This is an optimization exercise on Yosys and OpenROAD, whose aim is small area, a short achievable clock period and few clock cycles, not a production implementation.
In this exercise RTL edits were held to simulation tests only and were not proved equivalent to the original.

==> flow/design.v, too long to show whole: its modules and the start of the top module <==
// module dual_port_RAM_0: 14 lines
// module row_pass: 228 lines
// module col_pass: 237 lines
// module M2: 255 lines
module M2 (
	input  logic        Clock_50,
	input  logic        Resetn,
	input  logic [15:0] SRAM_read_data,
	input  logic        M2_start,
	output logic        SRAM_we_n,
	output logic        M2_done,
	output logic [15:0] SRAM_write_data,
	output logic [17:0] SRAM_address
);
  // ...
==> flow/flow/run.sh <==
#!/bin/bash
# The standard layout, with timing repair aiming at 8 ns of setup slack
# instead of 0.  The clock period and constraints are the standard flow's.
set -euo pipefail
bash standard.sh SETUP_SLACK_MARGIN=8 finish > standard.log 2>&1
==> flow/standard.sh <==
#!/bin/bash
# synth_recipe.tcl (not shown) runs the flow's synth.tcl, then flattens the netlist and writes it again
# the make line also repeats each setting of config.mk as NAME=value (left out here)
make -C /OpenROAD-flow-scripts/flow DESIGN_CONFIG=/design/flow/config.mk WORK_HOME=/design/flow/orfs CLKGATE_MAP_FILE= SYNTH_SCRIPT=/design/flow/synth_recipe.tcl "${@:-finish}"
==> flow/config.mk <==
export PLATFORM = sky130hd
export DESIGN_NAME = M2
export DESIGN_NICKNAME = M2
export VERILOG_FILES = /design/flow/design.v
export SDC_FILE = /design/flow/constraint.sdc
export NUM_CORES = 8
export LEC_CHECK = 0
export CAP_MARGIN = 20
export CORE_MARGIN = 2
export CORE_UTILIZATION = 40
export CTS_BUF_LIST = sky130_fd_sc_hd__clkbuf_4 sky130_fd_sc_hd__clkbuf_8
export SLEW_MARGIN = 20
export SYNTH_MEMORY_MAX_BITS = 4096
==> flow/constraint.sdc <==
create_clock -name core_clock -period 12.0 [get_ports {Clock_50}]
set_input_delay 2.4000 -clock core_clock [delete_from_list [all_inputs] [get_ports {Clock_50}]]
set_output_delay 2.4000 -clock core_clock [all_outputs]
set_load 0.01 [all_outputs]
==> Implementation_results.wiki, run 1 <==
{| class="wikitable"
! Metric !! Value
|-
| # clk buffers || approximately 750
|-
| Flip-flop count of the largest register, all copies and words added || 1408
|-
| Detail Route Antenna Nets || 0
|-
| Pins Over Slew Limit || 0
|-
| Antenna cells || 5
|-
| Sequential cell count of the final layout || roughly 3000
|-
| Share of the final layout cell area in multi-input gates || about two fifths
|-
| End of the worst register-to-register path || cpass.ps0[19]$_DFF_P_
|-
| Clock Pin Slew Worst Setup and Hold Paths || about 0.06 ns
|-
| Initial core utilization || 40.1%
|-
| Total Routing Usage GR || roughly 22%
|-
| Leading cell types by count after synthesis || 1622 x sky130_fd_sc_hd__edfxtp_1, 1152 x sky130_fd_sc_hd__dfxtp_1, 1006 x sky130_fd_sc_hd__nor2_1, 768 x sky130_fd_sc_hd__nand2_1, 726 x sky130_fd_sc_hd__fa_1
|-
| Total die area || around 370000 sq um
|-
| Later-pin clock latency in the skew report || ~1.2 ns
|-
| Total wirelength of the detailed-routed design || between 400000 and 500000 microns
|-
| Area Overhead vs Synth || 14.1%
|-
| Top layer reached by signal wires || met5
|-
| Hold Path Stages || 0
|-
| Footprint of the multi-input gates || between 60000 and 70000 sq um
|-
| Cell with the most instances after synthesis || sky130_fd_sc_hd__edfxtp_1
|-
| Setup-failing EPs final || 0
|-
| Wire length of the first global-routing pass || approximately 610000 microns
|-
| Dpl ws || around 7 ns
|-
| Maximum net fanout on the critical path || 4
|-
| Most used cells in the layout excluding fill and tap cells || 1622 x sky130_fd_sc_hd__edfxtp_1, 1080 x sky130_fd_sc_hd__dfxtp_1, 935 x sky130_fd_sc_hd__nor2_1
|-
| Die Span X || 609 microns
|-
| Met1 routed wirelength after detailed routing || 180000 microns
|-
| Worst min path class || reg2reg
|-
| Post-Route Skew || roughly 0.11 ns
|-
| Synth warn || 26
|-
| Reg-to-Reg Start || cx[4]$_DFF_P_
|-
| Unrepaired setup endpoints after global routing || true
|-
| Registers with the highest flip-flop counts || tbuf.mem x1408, stg x176
|-
| Endpoint, Worst Hold || wb[7][9]$_DFFE_PP_
|-
| Cell class contributing the biggest share of worst-path delay || compound AO/OA/AOI/OAI gates
|-
| Synth area leader || sky130_fd_sc_hd__edfxtp_1
|-
| Result of the run || finished clean
|-
| Number of register bits inferred by synthesis || just under 3000
|-
| Total of cells resized after clock tree synthesis || approximately 420
|}
Testbench counts, summed over its fixed seeds: cycles 1,383,204.
==> run 2, diff against run 1 <==
--- a/flow/config.mk
+++ b/flow/config.mk
@@ -8,6 +8,5 @@
 export CAP_MARGIN = 20
 export CORE_MARGIN = 2
 export CORE_UTILIZATION = 40
-export CTS_BUF_LIST = sky130_fd_sc_hd__clkbuf_4 sky130_fd_sc_hd__clkbuf_8
 export SLEW_MARGIN = 20
 export SYNTH_MEMORY_MAX_BITS = 4096
==> Implementation_results.wiki, run 2 <==
{| class="wikitable"
! Metric !! Value
|-
| Via count of the first global-routing pass || between 90000 and 100k
|-
| Final instance area || approximately 170000 sq um
|-
| Total wirelength of the detailed-routed design || 406000 microns (-0.53%)
|-
| Element type at the critical path start || register
|-
| Die Span X || 609 microns (unchanged)
|-
| Synth area leader || sky130_fd_sc_hd__edfxtp_1
|-
| Final period util || between 30% and 40%
|-
| Total of buffers placed on input and output ports || 54
|-
| Buffer type at the clock tree root || sky130_fd_sc_hd__clkbuf_16
|-
| Met2 track demand over resource in global routing || 34.8%
|-
| Initial antenna violation count || 17
|-
| Number of register bits inferred by synthesis || 2932 (unchanged)
|-
| Gate count after technology mapping || 11100
|-
| Placed wire-length estimate after detailed placement || roughly 280000 microns
|-
| Worst slew margin relative to its limit || roughly a fifth
|-
| Final #Nets || roughly 13000
|-
| Post-Route Skew || 0.0655 ns (-0.0419 ns)
|-
| Accumulated negative setup slack || 0 ns
|-
| Core Footprint || about 360000 sq um
|-
| Async set-or-reset flop fraction in the synthesized netlist || 5.39%
|-
| Total Routing Usage GR || 21.6% (-0.099 points)
|-
| DP Cell Count || ~16000
|-
| Number of buffers created by CTS || approximately 320
|-
| Wirelength per Cell || 24.8 microns
|-
| Final hold violation count || 0
|-
| Cell with the most instances after synthesis || sky130_fd_sc_hd__edfxtp_1
|-
| Placement Cell Area || 153000 sq um
|-
| Global-route layer with the greatest usage || met2
|-
| Unrepaired setup endpoints after global routing || true
|-
| Most used cells in the layout excluding fill and tap cells || 1622 x sky130_fd_sc_hd__edfxtp_1, 1078 x sky130_fd_sc_hd__dfxtp_1, 932 x sky130_fd_sc_hd__nor2_1
|-
| Critical Path Sink Type || register
|-
| Count of flip-flops with a built-in enable after synthesis || 1622
|-
| Crit Path Category || reg2reg
|-
| CTS tree || built
|-
| Maximum clock frequency || 244 MHz
|-
| Overall die height || between 600 and 700 microns
|-
| # rows || roughly 220
|-
| Most flop-heavy register || tbuf.mem
|-
| Setup-failing EPs final || 0 (unchanged)
|-
| Actual transition at the worst max-transition pin || 1.17 ns
|-
| Global route total overflow || 0
|-
| Wire length of the first global-routing pass || 605000 microns (-0.58%)
|-
| DRC Markers || 0
|-
| Flip-flop count of the largest register, all copies and words added || 1408 (unchanged)
|-
| Via count normalized by instance count || around 5.5
|-
| Average size of a mapped cell || between 10 and 15 sq um
|-
| Worst min path class || reg2reg
|-
| Fin cells || approximately 16000
|-
| Quantity of hold-fixing buffers added after cts || 0
|-
| Buffers from clock root to sink, at most || 4
|-
| Maximum number of pins on one net before global-route repair || about 150
|-
| Maximum net fanout on the critical path || 4 (unchanged)
|-
| Number of primary I/O pins || 55
|-
| Prevailing post-synth register cell || sky130_fd_sc_hd__edfxtp_1
|-
| Part of the Yosys area used for sequential elements || about 52%
|-
| Number of filler instances in the final layout || about 32000
|-
| Synth warn || 26 (unchanged)
|-
| Registers with the highest flip-flop counts || tbuf.mem x1408, stg x176
|-
| Initial core utilization || 40.1% (unchanged)
|-
| Dpl ws || 6.91 ns (unchanged)
|-
| Clock Sinks || ~2900
|-
| Top cells by area, synth || sky130_fd_sc_hd__edfxtp_1 33%, sky130_fd_sc_hd__dfxtp_1 16%, sky130_fd_sc_hd__fa_1 9.9%
|-
| Result of the run || finished clean
|-
| Post-synthesis cell area || 146000 sq um
|-
| First DRT Iteration DRCs || 8724
|-
| Data required time of the worst path || 12.84 ns
|-
| Area Overhead vs Synth || 13.9%
|-
| Clock Pin Slew Worst Setup and Hold Paths || 0.06 ns (about the same)
|-
| M1 GR Usage || a little under a third
|-
| Share of post-route cells with drive strength above 1 || 16.8%
|-
| Smallest setup slack after layout || approximately 7.9 ns
|-
| Met3 Usage GRT || roughly 2.9%
|-
| Count of maximum capacitance violations || 0
|-
| Critical path data arrival time || slightly below 5 ns
|-
| Number of distinct standard cells referenced by the synthesized netlist || approximately 110
|-
| Detail Route Antenna Nets || 0 (unchanged)
|-
| Pins Over Slew Limit || 0 (unchanged)
|-
| Top-area cell type share of the netlist area || between 30% and 40%
|-
| Most common cell after layout, fill and taps aside || sky130_fd_sc_hd__edfxtp_1
|-
| Total via count after detailed routing || 89800
|-
| H-tree levels || 5
|-
| First-pass iteration count of the detailed router || 7
|-
| Time the final worst path needs with I/O delays and setup || ~4.1 ns
|-
| Leading cell types by count after synthesis || 1622 x sky130_fd_sc_hd__edfxtp_1, 1152 x sky130_fd_sc_hd__dfxtp_1, 1006 x sky130_fd_sc_hd__nor2_1, 768 x sky130_fd_sc_hd__nand2_1, 726 x sky130_fd_sc_hd__fa_1
|-
| Later-pin clock latency in the skew report || 0.96 ns (-0.24 ns)
|-
| Total die area || 371000 sq um (unchanged)
|-
| Routability congestion estimate || 0.934
|}
## run 2: cell counts after synthesis
Identical to the previous run, type by type.
## run 2: logic make-up (layout without fill, tap and decap cells)
kind of cell             Yosys count  after routing  synth area share (%)
AO/OA/AOI/OAI                   1688           1688                  7.40
flip-flops                      2932           2932                  51.7
adder cells (fa/ha/maj)         1451           1451                  16.1
buffers and inverters            913           1304                  2.35
other                              1             15               0.00256
XOR/XNOR                        1117           1117                  6.72
AND/OR/NAND/NOR                 2366           2367                  6.99
multiplexers                     671            671                  8.68
## run 2: through the flow
stage          hold slack [ns]  utilization [%]
3_5_place_dp             0.399             41.8
3_3_place_gp             0.397             41.8
5_1_grt                  0.417             45.7
6_report                 0.409             45.7
2_1_floorplan            0.331                -
4_1_cts                  0.411             45.2
## run 2: area by class of cell
cell class | instances | area [sq um] | area share, %
Timing Repair Buffer | 331 | 2970 | 1.78
Clock buffer | 453 | 9180 | 5.50
Multi-Input combinational cell | 7304 | 69600 | 41.7
Sequential cell | 2932 | 75900 | 45.6
Inverter | 384 | 1450 | 0.867
Clock inverter | 136 | 1540 | 0.923
Tap cell | 4816 | 6030 | 3.62
Antenna cell | 5 | 12.5 | 0.00751
## run 2: metal layers
metal | wire [microns] | vias up
met5 | 19 | -
met4 | 11300 | 4
met3 | 25400 | 643
met2 | 190000 | 3072
met1 | 180000 | 46000
li1 | - | 40100
## run 2: worst paths after layout
check	slack, ns	startpoint	cells past startpoint	endpoint
max	7.90	cx[1]$_DFF_P_	20	cpass.ps0[20]$_DFF_P_
min	0.41	rpass.ra[2][1]$_SDFF_PP1_	1	rpass.ra[0][1]$_SDFF_PP1_
max reg2reg	7.90	cx[1]$_DFF_P_	20	cpass.ps0[20]$_DFF_P_
min reg2reg	0.41	rpass.ra[2][1]$_SDFF_PP1_	1	rpass.ra[0][1]$_SDFF_PP1_
max in group asynchronous	8.75	Resetn	2	row_end$_DFF_PN0_
min in group asynchronous	1.58	Resetn	1	SRAM_address[10]$_DFFE_PN0P_
## run 2: critical path, stage by stage (launching register included)
cell,delay [ns]
sky130_fd_sc_hd__dfxtp_4,0.36
sky130_fd_sc_hd__ha_4,0.16
sky130_fd_sc_hd__inv_2,0.05
sky130_fd_sc_hd__fa_2,0.19
sky130_fd_sc_hd__nand2b_4,0.14
sky130_fd_sc_hd__a21oi_4,0.06
sky130_fd_sc_hd__o41a_1,0.41
sky130_fd_sc_hd__buf_6,0.14
sky130_fd_sc_hd__o31ai_4,0.21
sky130_fd_sc_hd__buf_12,0.16
sky130_fd_sc_hd__a21oi_4,0.08
sky130_fd_sc_hd__a21oi_4,0.22
sky130_fd_sc_hd__xnor2_2,0.08
sky130_fd_sc_hd__buf_6,0.15
sky130_fd_sc_hd__buf_6,0.12
sky130_fd_sc_hd__xnor2_4,0.14
sky130_fd_sc_hd__buf_6,0.17
sky130_fd_sc_hd__a221oi_4,0.25
sky130_fd_sc_hd__fa_1,0.46
sky130_fd_sc_hd__inv_2,0.07
sky130_fd_sc_hd__fa_1,0.40
## run 2: what timing repair did
action,4_1_cts,5_1_grt
cloned,2,0
resized for setup,350,218
pin swaps,66,121
buffers inserted,56,59
endpoints found under the setup margin,446,245

## port drivers added, routing unchanged
No port has a modelled driver above. Below, the same layouts with a new extraction and two added sets of constraints.
Step 1: set_driving_cell puts a clkbuf_16 on Clock_50 and a buf_2 on each other input, an assumption about the parent block.
Step 2, shift: input delay + t, output delay - t, t = (earliest + latest rising clock arrival at the registers) / 2. This alone moves slack from input paths to output paths.
Three values: ideal ports, drivers, drivers and shift; two values: the first two.
run	shift t [ns]	slack for setup (ns)	worst setup path after step 2	slew at the worst register clock pin (ns)
run 1	1.245	7.841 / 7.754 / 7.793	input, reset recovery	0.07 / 0.07
run 2	1.030	7.897 / 7.897 / 7.755	input, reset recovery	0.07 / 0.07
After both steps setup and hold are still met in every run listed. For run 2, which loses most, drivers alone change the setup slack by 0.000 ns; drivers and shift together by -0.142 ns. Setup slack includes reset recovery checks.
